From an optimization exercise on the open Yosys and OpenROAD flow, aimed at small area; shortcuts taken in it are not production practice.
In this exercise RTL edits were held to simulation tests only and were not proved equivalent to the original.
The clock port is modelled as an ideal driver, which makes a skipped or thinned clock tree look cheaper than it is; a real chip needs a root buffer or a tree.
Power figures rest on the tool's default switching activity, not on a simulated workload.

// FinalDesign
module FinalDesign (
    clk_50M,rst,clear,start,stop,DIG,codeout,LED,LED_InRuning
);
export LEC_CHECK = 0
export CAP_MARGIN = 20
export CORE_MARGIN = 2
export CORE_UTILIZATION = 60
export GPL_TIMING_DRIVEN = 0
export PLACE_DENSITY = 0.75
export SLEW_MARGIN = 20
create_clock -name core_clock -period 25.0 [get_ports {clk_50M}]
standard.sh (not shown) runs the stock make flow with config.mk's settings and CLKGATE_MAP_FILE= SYNTH_SCRIPT=/design/flow/synth_recipe.tcl, a recipe that flattens the netlist after the stock synthesis.
==> flow/flow/run.sh <==
#!/bin/bash
# The standard ORFS layout (standard.sh), with these changes:
# - synthesis maps logic with an area-oriented ABC script and without ORFS's
#   half/full-adder cells (registers are mapped as in the standard synthesis)
# - port buffers are buf_1
# - after CTS, its tree is replaced by CLK_K clkbuf_16 buffers on the clock port,
#   each driving one cluster of flip-flops; they are then
#   downsized while the flip-flop clock-pin slew stays under 115 ps (estimate)
# - one tie cell drives all the constant outputs
# Each tool's output goes to the ORFS logs under orfs/logs; make's output to standard.log.
set -euo pipefail
here=$(pwd)
export MY_ABC_SCRIPT=$here/flow/area.abc
export CLK_SLEW_TARGET_PS=115
export CLK_K=3
export CLK_LEAF=sky130_fd_sc_hd__clkbuf_16
bash standard.sh \
  SYNTH_SCRIPT=$here/flow/synth.tcl \
  ADDER_MAP_FILE= \
  REMOVE_ABC_BUFFERS=1 \
  SKIP_REPAIR_TIE_FANOUT=1 \
  BUFFER_PORTS_ARGS="-buffer_cell sky130_fd_sc_hd__buf_1" \
  CTS_ARGS="-sink_clustering_enable -repair_clock_nets -dont_use_dummy_load -buf_list sky130_fd_sc_hd__clkbuf_8" \
  POST_CTS_TCL=$here/flow/post_cts.tcl \
  finish > standard.log 2>&1
==> flow/flow/area.abc <==
strash; dc2; dc2; strash; &get -n; &dch -f; &nf -R 1000; &put; strash; dc2; strash; &get -n; &dch -f; &nf -R 1000; &put; strash; dc2; strash; &get -n; &dch -f; &nf -R 1000; &put;
Other scripts of this flow, unchanged in this note and not shown: flow/flow/post_cts.tcl, flow/flow/synth.tcl
The baseline produced a clean layout.
Edit:
--- a/flow/flow/run.sh
+++ b/flow/flow/run.sh
@@ -3 +3,2 @@
-# - synthesis maps logic with an area-oriented ABC script and without ORFS's
+# - synthesis maps logic with an area-oriented ABC script (deepsyn, 30 s, then
+#   rounds of dch + nf) and without ORFS's
==> flow/flow/area.abc (replaced) <==
strash; dc2; dc2; &get -n; &deepsyn -T 30 -S 1; &put; strash; &get -n; &dch -f; &nf -R 1000; &put; strash; dc2; strash; &get -n; &dch -f; &nf -R 1000; &put;
--- a/flow/config.mk
+++ b/flow/config.mk
@@ -8 +8 @@
-export CAP_MARGIN = 20
+export CAP_MARGIN = 0
@@ -13 +13 @@
-export SLEW_MARGIN = 20
+export SLEW_MARGIN = 0
Final area falls by a few percent.
Core utilization goes down by 0.88 points.
Wire length came out lower by a little under a tenth.
First-iteration DRC count falls by a quarter to a third.
Die area falls by a few percent.
Global-route usage falls by 1.3 points.
Clock skew came out higher by 4.9 ps.
Via count is lower by a few percent.
Power increases by a few percent.
Synthesized area goes down by a few percent.
Final cell count goes down by a few percent.
No run of this note takes its clock network from TritonCTS; it comes from the design's own scripts or RTL.

========
The RTL this note starts from:
==> flow/design.v <==
module MainLogic(
    clk_50M,rst,clear,start,stop,CounterFlag,ErrorFlag,LED,LED_InRuning,ScanCnt,MsTick
);
input clk_50M,rst,clear,start,stop;
output reg [1:0]CounterFlag;
output reg ErrorFlag;
output wire LED;
output reg LED_InRuning;
output wire [4:0]ScanCnt;
output wire MsTick;
localparam [13:0] HP_FIRST = 14'd3125;    
reg [4:0]Lo;
reg [13:0]Hp;
reg [4:0]Q;
wire hp_last = Hp[13] & Hp[10] & Hp[7] & Hp[4] & Hp[3] & Hp[2] & Hp[1];
wire hp_wrap = Hp[13] & Hp[9] & Hp[8] & Hp[7] & Hp[6] & Hp[5] & Hp[3] & Hp[2]
             & ~Hp[4] & ~Hp[1] & ~Hp[0];
wire q_last = Q[4] & ~Q[3] & ~Q[1] & ~Q[0];
reg [18:0]RandomNum;
reg clear_temp,start_temp,stop_temp;
reg [21:0]counter;
reg [2:0]MsLo;
wire [5:0]ms = {counter[21:19], MsLo};
assign MsTick = ms[5] & ms[2] & ms[1] & ms[0];
wire [5:0]ms_next = MsTick ? 6'd0 : {ms[4:0], ~(ms[5] ^ ms[0])};
assign LED = CounterFlag[1];
assign ScanCnt = Lo;
wire clear_e = clear & ~clear_temp;
wire start_e = start & ~start_temp;
wire stop_e  = stop & ~stop_temp;
wire drawn = |RandomNum[18:16];
wire idle  = ~CounterFlag[1] & ~CounterFlag[0];
wire run   = CounterFlag[1];
wire stopped = CounterFlag[0];
wire hit   = (counter == {3'b000, RandomNum});
wire early = (counter < {3'b000, RandomNum});
always @(posedge clk_50M) begin
    if (rst) begin
        Lo <= 5'd0;
        Hp <= HP_FIRST;
        Q <= 5'd0;
    end else begin
        Lo <= Lo + 5'd1;
        if (&Lo) begin
            if (q_last && hp_wrap) begin
                Hp <= HP_FIRST;
                Q <= 5'd0;
            end else if (hp_last) begin
                Hp <= HP_FIRST;
                Q <= {Q[3:0], ~(Q[4] ^ Q[0])};
            end else begin
                Hp <= Hp + 14'd1;
            end
        end
    end
end
always @(posedge clk_50M) begin
    MsLo <= run ? ms_next[2:0] : 3'd0;
end
always @(posedge clk_50M) begin
    if (start_e)
        RandomNum[15:0] <= {Hp[10:0], Lo};
end
always @(posedge clk_50M) begin
    if (rst) begin
        clear_temp <= 1'b0;
        start_temp <= 1'b0;
        stop_temp <= 1'b0;
        CounterFlag <= 2'b00;
        ErrorFlag <= 1'b0;
        LED_InRuning <= 1'b0;
        counter <= 22'b0;
        RandomNum[18:16] <= 3'b0;
    end else begin
        if (clear_e) begin
            CounterFlag <= 2'b00;
            ErrorFlag <= 1'b0;
            LED_InRuning <= 1'b0;
            counter <= 22'b0;
            RandomNum[18:16] <= 3'b0;
        end
        if (start_e) begin
            LED_InRuning <= 1'b1;
            RandomNum[18:16] <= Hp[13:11];
        end
        if (stop_e) begin
            CounterFlag <= 2'b01;
            LED_InRuning <= 1'b0;
        end
        if (drawn && idle) begin
            if (hit)
                CounterFlag <= 2'b10;
            else
                counter <= counter + 22'd1;
        end else if (drawn && stopped) begin
            ErrorFlag <= early;
        end
        if (run)
            counter[21:19] <= (stop_e | clear_e) ? 3'b000 : ms_next[5:3];
        clear_temp <= clear;
        start_temp <= start;
        stop_temp <= stop;
    end
end
endmodule
module Counter(
    clk_50M,rst,CounterFlag,MsTick,CounterOut
);
input clk_50M,rst;
input [1:0]CounterFlag;
input MsTick;
output reg [11:0]CounterOut;
wire run = CounterFlag[1];
wire idle = ~CounterFlag[1] & ~CounterFlag[0];
wire tick = MsTick;
wire nine0 = CounterOut[3] & CounterOut[0];
wire nine1 = CounterOut[7] & CounterOut[4];
wire nine2 = CounterOut[11] & CounterOut[8];
always @(posedge clk_50M) begin
    if (rst || idle) begin
        CounterOut <= 12'b0;
    end else if (run && tick && !(nine0 && nine1 && nine2)) begin
        if (!nine0) begin
            CounterOut[3:0] <= CounterOut[3:0] + 4'd1;
        end else begin
            CounterOut[3:0] <= 4'd0;
            if (!nine1) begin
                CounterOut[7:4] <= CounterOut[7:4] + 4'd1;
            end else begin
                CounterOut[7:4] <= 4'd0;
                CounterOut[11:8] <= CounterOut[11:8] + 4'd1;
            end
        end
    end
end
endmodule
module DynamicScanTubes(clk_50M, rst, DataIn, ErrorFlag, ScanCnt, DIG, codeout);
    input clk_50M;
    input rst;
    input ErrorFlag;      
    input [11:0] DataIn;  
    input [4:0] ScanCnt;  
    output wire [7:0] DIG;
    output wire [6:0] codeout;
    reg [1:0] SEL;
    always @(posedge clk_50M) begin
        if (rst)
            SEL <= 2'b00;
        else if (ScanCnt == 5'd15)
            SEL <= {SEL[0], ~SEL[1] & ~SEL[0]};
    end
    wire [3:0] Y = SEL[1] ? DataIn[11:8] : (SEL[0] ? DataIn[7:4] : DataIn[3:0]);
    wire A = Y[3], B = Y[2], C = Y[1], D = Y[0];
    wire sa = A | C | (B & D) | (~B & ~D);
    wire sb = ~B | (~C & ~D) | (C & D);
    wire sc = B | ~C | D;
    wire sd = A | (~B & ~D) | (C & ~D) | (B & ~C & D) | (~B & C);
    wire se = (~B & ~D) | (C & ~D);
    wire sf = A | (~C & ~D) | (B & ~C) | (B & ~D);
    wire sg = A | (B & ~C) | (~B & C) | (C & ~D);
    assign codeout = ErrorFlag ? 7'b1111001 : {sg, sf, se, sd, sc, sb, sa};
    assign DIG = {5'b00000, SEL[1], SEL[0], ~SEL[1] & ~SEL[0]};
endmodule
module FinalDesign (
    clk_50M,rst,clear,start,stop,DIG,codeout,LED,LED_InRuning
);
input clk_50M,rst,clear,start,stop;
output wire[7:0] DIG;
output wire[6:0] codeout;
output wire LED;
output wire LED_InRuning;
wire [11:0]CounterOut_wire;
wire [1:0]CounterFlag_wire;
wire ErrorFlag_wire;
wire [4:0]ScanCnt_wire;
wire MsTick_wire;
MainLogic ML(
    .clk_50M(clk_50M),
    .rst(rst),
    .clear(clear),
    .start(start),
    .stop(stop),
    .CounterFlag(CounterFlag_wire),
    .ErrorFlag(ErrorFlag_wire),
    .LED(LED),
    .LED_InRuning(LED_InRuning),
    .ScanCnt(ScanCnt_wire),
    .MsTick(MsTick_wire)
);
Counter C(
    .clk_50M(clk_50M),
    .rst(rst),
    .CounterFlag(CounterFlag_wire),
    .MsTick(MsTick_wire),
    .CounterOut(CounterOut_wire)
);
DynamicScanTubes DST(
    .clk_50M(clk_50M),
    .rst(rst),
    .DataIn(CounterOut_wire),
    .ErrorFlag(ErrorFlag_wire),
    .ScanCnt(ScanCnt_wire),
    .DIG(DIG),
    .codeout(codeout)
);
endmodule
==> flow/config.mk <==
export PLATFORM = sky130hd
export DESIGN_NAME = FinalDesign
export DESIGN_NICKNAME = FinalDesign
export VERILOG_FILES = /design/flow/design.v
export SDC_FILE = /design/flow/constraint.sdc
export NUM_CORES = 4
export LEC_CHECK = 0
export CAP_MARGIN = 0
export CORE_MARGIN = 2
export CORE_UTILIZATION = 60
export GPL_TIMING_DRIVEN = 0
export PLACE_DENSITY = 0.75
export SLEW_MARGIN = 0
==> flow/constraint.sdc <==
create_clock -name core_clock -period 25.0 [get_ports {clk_50M}]
set_input_delay 5.0000 -clock core_clock [delete_from_list [all_inputs] [get_ports {clk_50M}]]
set_output_delay 5.0000 -clock core_clock [all_outputs]
set_load 0.01 [all_outputs]
==> flow/flow/run.sh <==
#!/bin/bash
# The standard ORFS layout (standard.sh), with these changes:
# - synthesis maps logic with an area-oriented ABC script (deepsyn, 30 s, then
#   rounds of dch + nf) and without ORFS's
#   half/full-adder cells (registers are mapped as in the standard synthesis)
# - port buffers are buf_1
# - the clock tree uses clkbuf_8 and no dummy loads; after CTS its buffers are
#   downsized while the flip-flop clock-pin slew stays under 115 ps (estimate)
# - one tie cell drives all the constant outputs
# Each tool's output goes to the ORFS logs under orfs/logs; make's output to standard.log.
set -euo pipefail
here=$(pwd)
export MY_ABC_SCRIPT=$here/flow/area.abc
export CLK_SLEW_TARGET_PS=115
bash standard.sh \
  SYNTH_SCRIPT=$here/flow/synth.tcl \
  ADDER_MAP_FILE= \
  REMOVE_ABC_BUFFERS=1 \
  SKIP_REPAIR_TIE_FANOUT=1 \
  BUFFER_PORTS_ARGS="-buffer_cell sky130_fd_sc_hd__buf_1" \
  CTS_ARGS="-sink_clustering_enable -repair_clock_nets -dont_use_dummy_load -buf_list sky130_fd_sc_hd__clkbuf_8" \
  POST_CTS_TCL=$here/flow/post_cts.tcl \
  finish > standard.log 2>&1
==> flow/flow/area.abc <==
strash; dc2; dc2; &get -n; &deepsyn -T 30 -S 1; &put; strash; &get -n; &dch -f; &nf -R 1000; &put; strash; dc2; strash; &get -n; &dch -f; &nf -R 1000; &put;
==> flow/flow/post_cts.tcl <==
# Downsize clock-tree buffers while every flip-flop clock pin keeps a slew
# (placement estimate) below the target, leaves first, then the root.
proc clk_pin_slew_max {} {
  worst_slack -max
  set mx 0
  foreach pin [all_registers -clock_pins -edge_triggered] {
    foreach e {rise fall} {
      foreach an {min max} {
        set s [sta::time_ui_sta [get_property $pin slew_${an}_$e]]
        if {$s > $mx} { set mx $s }
      }
    }
  }
  return $mx
}
set clk_slew_target [expr {([info exists ::env(CLK_SLEW_TARGET_PS)] ? $::env(CLK_SLEW_TARGET_PS) : 100) * 1e-12}]
estimate_parasitics -placement
set before [clk_pin_slew_max]
puts "clock slew before downsizing: [expr {$before * 1e12}] ps"
if {$before > $clk_slew_target} { set clk_slew_target $before }
set bufs [get_cells -filter "ref_name=~sky130_fd_sc_hd__clkbuf_*"]
set leaves {}
set roots {}
foreach b $bufs {
  if {![string match "clkbuf_*" [get_name $b]]} { continue }
  if {[string match "clkbuf_0_*" [get_name $b]]} { lappend roots $b } else { lappend leaves $b }
}
foreach b [concat $leaves $roots] {
  set orig [get_property $b ref_name]
  foreach size {1 2 4 8 16} {
    set cell sky130_fd_sc_hd__clkbuf_$size
    if {$cell eq $orig} { break }
    replace_cell $b $cell
    estimate_parasitics -placement
    if {[clk_pin_slew_max] <= $clk_slew_target} { break }
    replace_cell $b $orig
  }
  puts "clock buffer [get_name $b]: $orig -> [get_property $b ref_name]"
}
puts "clock slew after downsizing: [expr {[clk_pin_slew_max] * 1e12}] ps"
==> flow/flow/synth.tcl <==
# synth_recipe.tcl with an area-oriented ABC script in place of ORFS's speed script.
# Registers are mapped exactly as in the standard synthesis; only the
# combinational mapping differs.
proc synth {args} { yosys synth -nofsm -noshare {*}$args }
proc abc {args} {
  set i [lsearch -exact $args -script]
  if {$i >= 0} { set args [lreplace $args $i [expr {$i + 1}] -script $::env(MY_ABC_SCRIPT)] }
  yosys abc {*}$args
}
source $::env(SCRIPTS_DIR)/synth.tcl
# left out here: clear keep_hierarchy, flatten, clean up, hide names made inside functions, write 1_2_yosys.v
Rerun with:
--- a/flow/flow/run.sh
+++ b/flow/flow/run.sh
@@ -2,4 +2,4 @@
 # The standard ORFS layout (standard.sh), with these changes:
-# - synthesis maps logic with an area-oriented ABC script (deepsyn, 30 s, then
-#   rounds of dch + nf) and without ORFS's
+# - synthesis maps logic with an area-oriented ABC script (deepsyn, 25 s, then
+#   rounds of dch + nf; run with seeds 1-4, keeping the smallest) and without ORFS's
 #   half/full-adder cells (registers are mapped as in the standard synthesis)
@@ -7,3 +7,3 @@
 # - the clock tree uses clkbuf_8 and no dummy loads; after CTS its buffers are
-#   downsized while the flip-flop clock-pin slew stays under 115 ps (estimate)
+#   downsized while the flip-flop clock-pin slew stays under 112 ps (estimate)
 # - one tie cell drives all the constant outputs
@@ -13,3 +13,4 @@
 export MY_ABC_SCRIPT=$here/flow/area.abc
-export CLK_SLEW_TARGET_PS=115
+export MY_ABC_SEEDS="1 2 3 4"
+export CLK_SLEW_TARGET_PS=112
 bash standard.sh \
==> flow/flow/area.abc (replaced) <==
strash; dc2; dc2; &get -n; &deepsyn -T 25 -S SEED; &put; strash; &get -n; &dch -f; &nf -R 1000; &put; strash; dc2; strash; &get -n; &dch -f; &nf -R 1000; &put;
==> flow/flow/synth.tcl (replaced) <==
# synth_recipe.tcl with an area-oriented ABC script in place of ORFS's speed script.
# Registers are mapped exactly as in the standard synthesis; only the
# combinational mapping differs. The ABC script (MY_ABC_SCRIPT) is run once per
# seed in MY_ABC_SEEDS, with SEED in it replaced by the seed, and the mapping
# with the smallest cell area is kept.
proc synth {args} { yosys synth -nofsm -noshare {*}$args }
proc abc {args} {
  set i [lsearch -exact $args -script]
  if {$i < 0} { yosys abc {*}$args; return }
  set libs {}
  for {set j 0} {$j < [llength $args]} {incr j} {
    if {[lindex $args $j] eq "-liberty"} { lappend libs -liberty [lindex $args [expr {$j + 1}]] }
  }
  set template [read [open $::env(MY_ABC_SCRIPT)]]
  set best_area -1
  yosys design -save abc_pre
  foreach seed $::env(MY_ABC_SEEDS) {
    yosys design -load abc_pre
    set script $::env(RESULTS_DIR)/abc_seed_$seed.script
    set f [open $script w]
    puts $f [string map [list SEED $seed] $template]
    close $f
    yosys abc {*}[lreplace $args $i [expr {$i + 1}] -script $script]
    set statfile $::env(RESULTS_DIR)/abc_seed_$seed.stat
    yosys tee -q -o $statfile stat {*}$libs
    set area -1
    regexp {Chip area for module[^:]*:\s*([0-9.]+)} [read [open $statfile]] -> area
    puts "ABC seed $seed: area $area"
    if {$area >= 0 && ($best_area < 0 || $area < $best_area)} {
      set best_area $area
      yosys design -save abc_best
    }
  }
  yosys design -load abc_best
  puts "ABC kept area $best_area"
}
source $::env(SCRIPTS_DIR)/synth.tcl
# left out here: clear keep_hierarchy, flatten, clean up, hide names made inside functions, write 1_2_yosys.v
--- a/flow/config.mk
+++ b/flow/config.mk
@@ -9,5 +9,5 @@
 export CORE_MARGIN = 2
-export CORE_UTILIZATION = 60
+export CORE_UTILIZATION = 75
 export GPL_TIMING_DRIVEN = 0
-export PLACE_DENSITY = 0.75
+export PLACE_DENSITY = 0.9
 export SLEW_MARGIN = 0
=> Area after synthesis stays the same. Clock skew decreases by 0.0036 ns. Die area decreases by about a fifth. Sequential power barely changes.
Rerun with:
--- a/flow/flow/run.sh
+++ b/flow/flow/run.sh
@@ -7,3 +7,3 @@
 # - the clock tree uses clkbuf_8 and no dummy loads; after CTS its buffers are
-#   downsized while the flip-flop clock-pin slew stays under 112 ps (estimate)
+#   downsized while the flip-flop clock-pin slew stays under 108 ps (estimate)
 # - one tie cell drives all the constant outputs
@@ -14,3 +14,3 @@
 export MY_ABC_SEEDS="1 2 3 4"
-export CLK_SLEW_TARGET_PS=112
+export CLK_SLEW_TARGET_PS=108
 bash standard.sh \
--- a/flow/config.mk
+++ b/flow/config.mk
@@ -9,5 +9,5 @@
 export CORE_MARGIN = 2
-export CORE_UTILIZATION = 75
+export CORE_UTILIZATION = 60
 export GPL_TIMING_DRIVEN = 0
-export PLACE_DENSITY = 0.9
+export PLACE_DENSITY = 0.75
 export SLEW_MARGIN = 0
Global-route usage fell by 5.3 points.
Worst setup slack improved by 0.17 ns.
Via count went down by 2.9%.
Core utilization came out lower by 16 points.
Rerun with:
--- a/flow/config.mk
+++ b/flow/config.mk
@@ -9,5 +9,5 @@
 export CORE_MARGIN = 2
-export CORE_UTILIZATION = 60
+export CORE_UTILIZATION = 75
 export GPL_TIMING_DRIVEN = 0
-export PLACE_DENSITY = 0.75
+export PLACE_DENSITY = 0.9
 export SLEW_MARGIN = 0
The changed run went through all stages and came out clean.
Total power came out lower by about 0.5%.
Fmax came out lower by 3.5%.
Global-route usage came out higher by 5.3 points.
Clock power came out lower by about 2%.
Synthesized cell count stays the same.
Critical path depth came out higher by 1.

[static timing again, ports no longer ideal]
Ports are ideal in the flow. The routed layouts listed here were re-timed in OpenROAD. Step 1: set_driving_cell puts a clkbuf_16 on clk_50M and a buf_2 on each other input, an assumption about the parent block. Step 2, shift: input delay + t, output delay - t, t = (earliest + latest rising clock arrival at the registers) / 2. This alone moves slack from input paths to output paths. a / b / c = ideal ports / drivers / drivers and shift; a / b = the first two.
| run | shift t [ns] | setup slack, ns | worst setup path after step 2 | worst slew at a driven data input, ns |
|---|---|---|---|---|
| the first run of note 1 | 0.229 | 17.758 / 17.695 / 17.924 | register to output | 0.74 |
| the second run of note 1 | 0.227 | 17.182 / 17.120 / 17.348 | register to output | 0.33 |
| the first run of note 2 | 0.516 | 17.409 / 17.383 / 17.682 | input to register | 0.03 |
| the second run of note 2 | 0.442 | 17.362 / 17.339 / 17.682 | input to register | 0.03 |
| the third run of note 2 | 0.441 | 17.529 / 17.503 / 17.681 | input to register | 0.03 |
| the fourth run of note 2 | 0.543 | 17.255 / 17.230 / 17.692 | input to register | 0.03 |
After both steps every run listed still meets setup and hold.
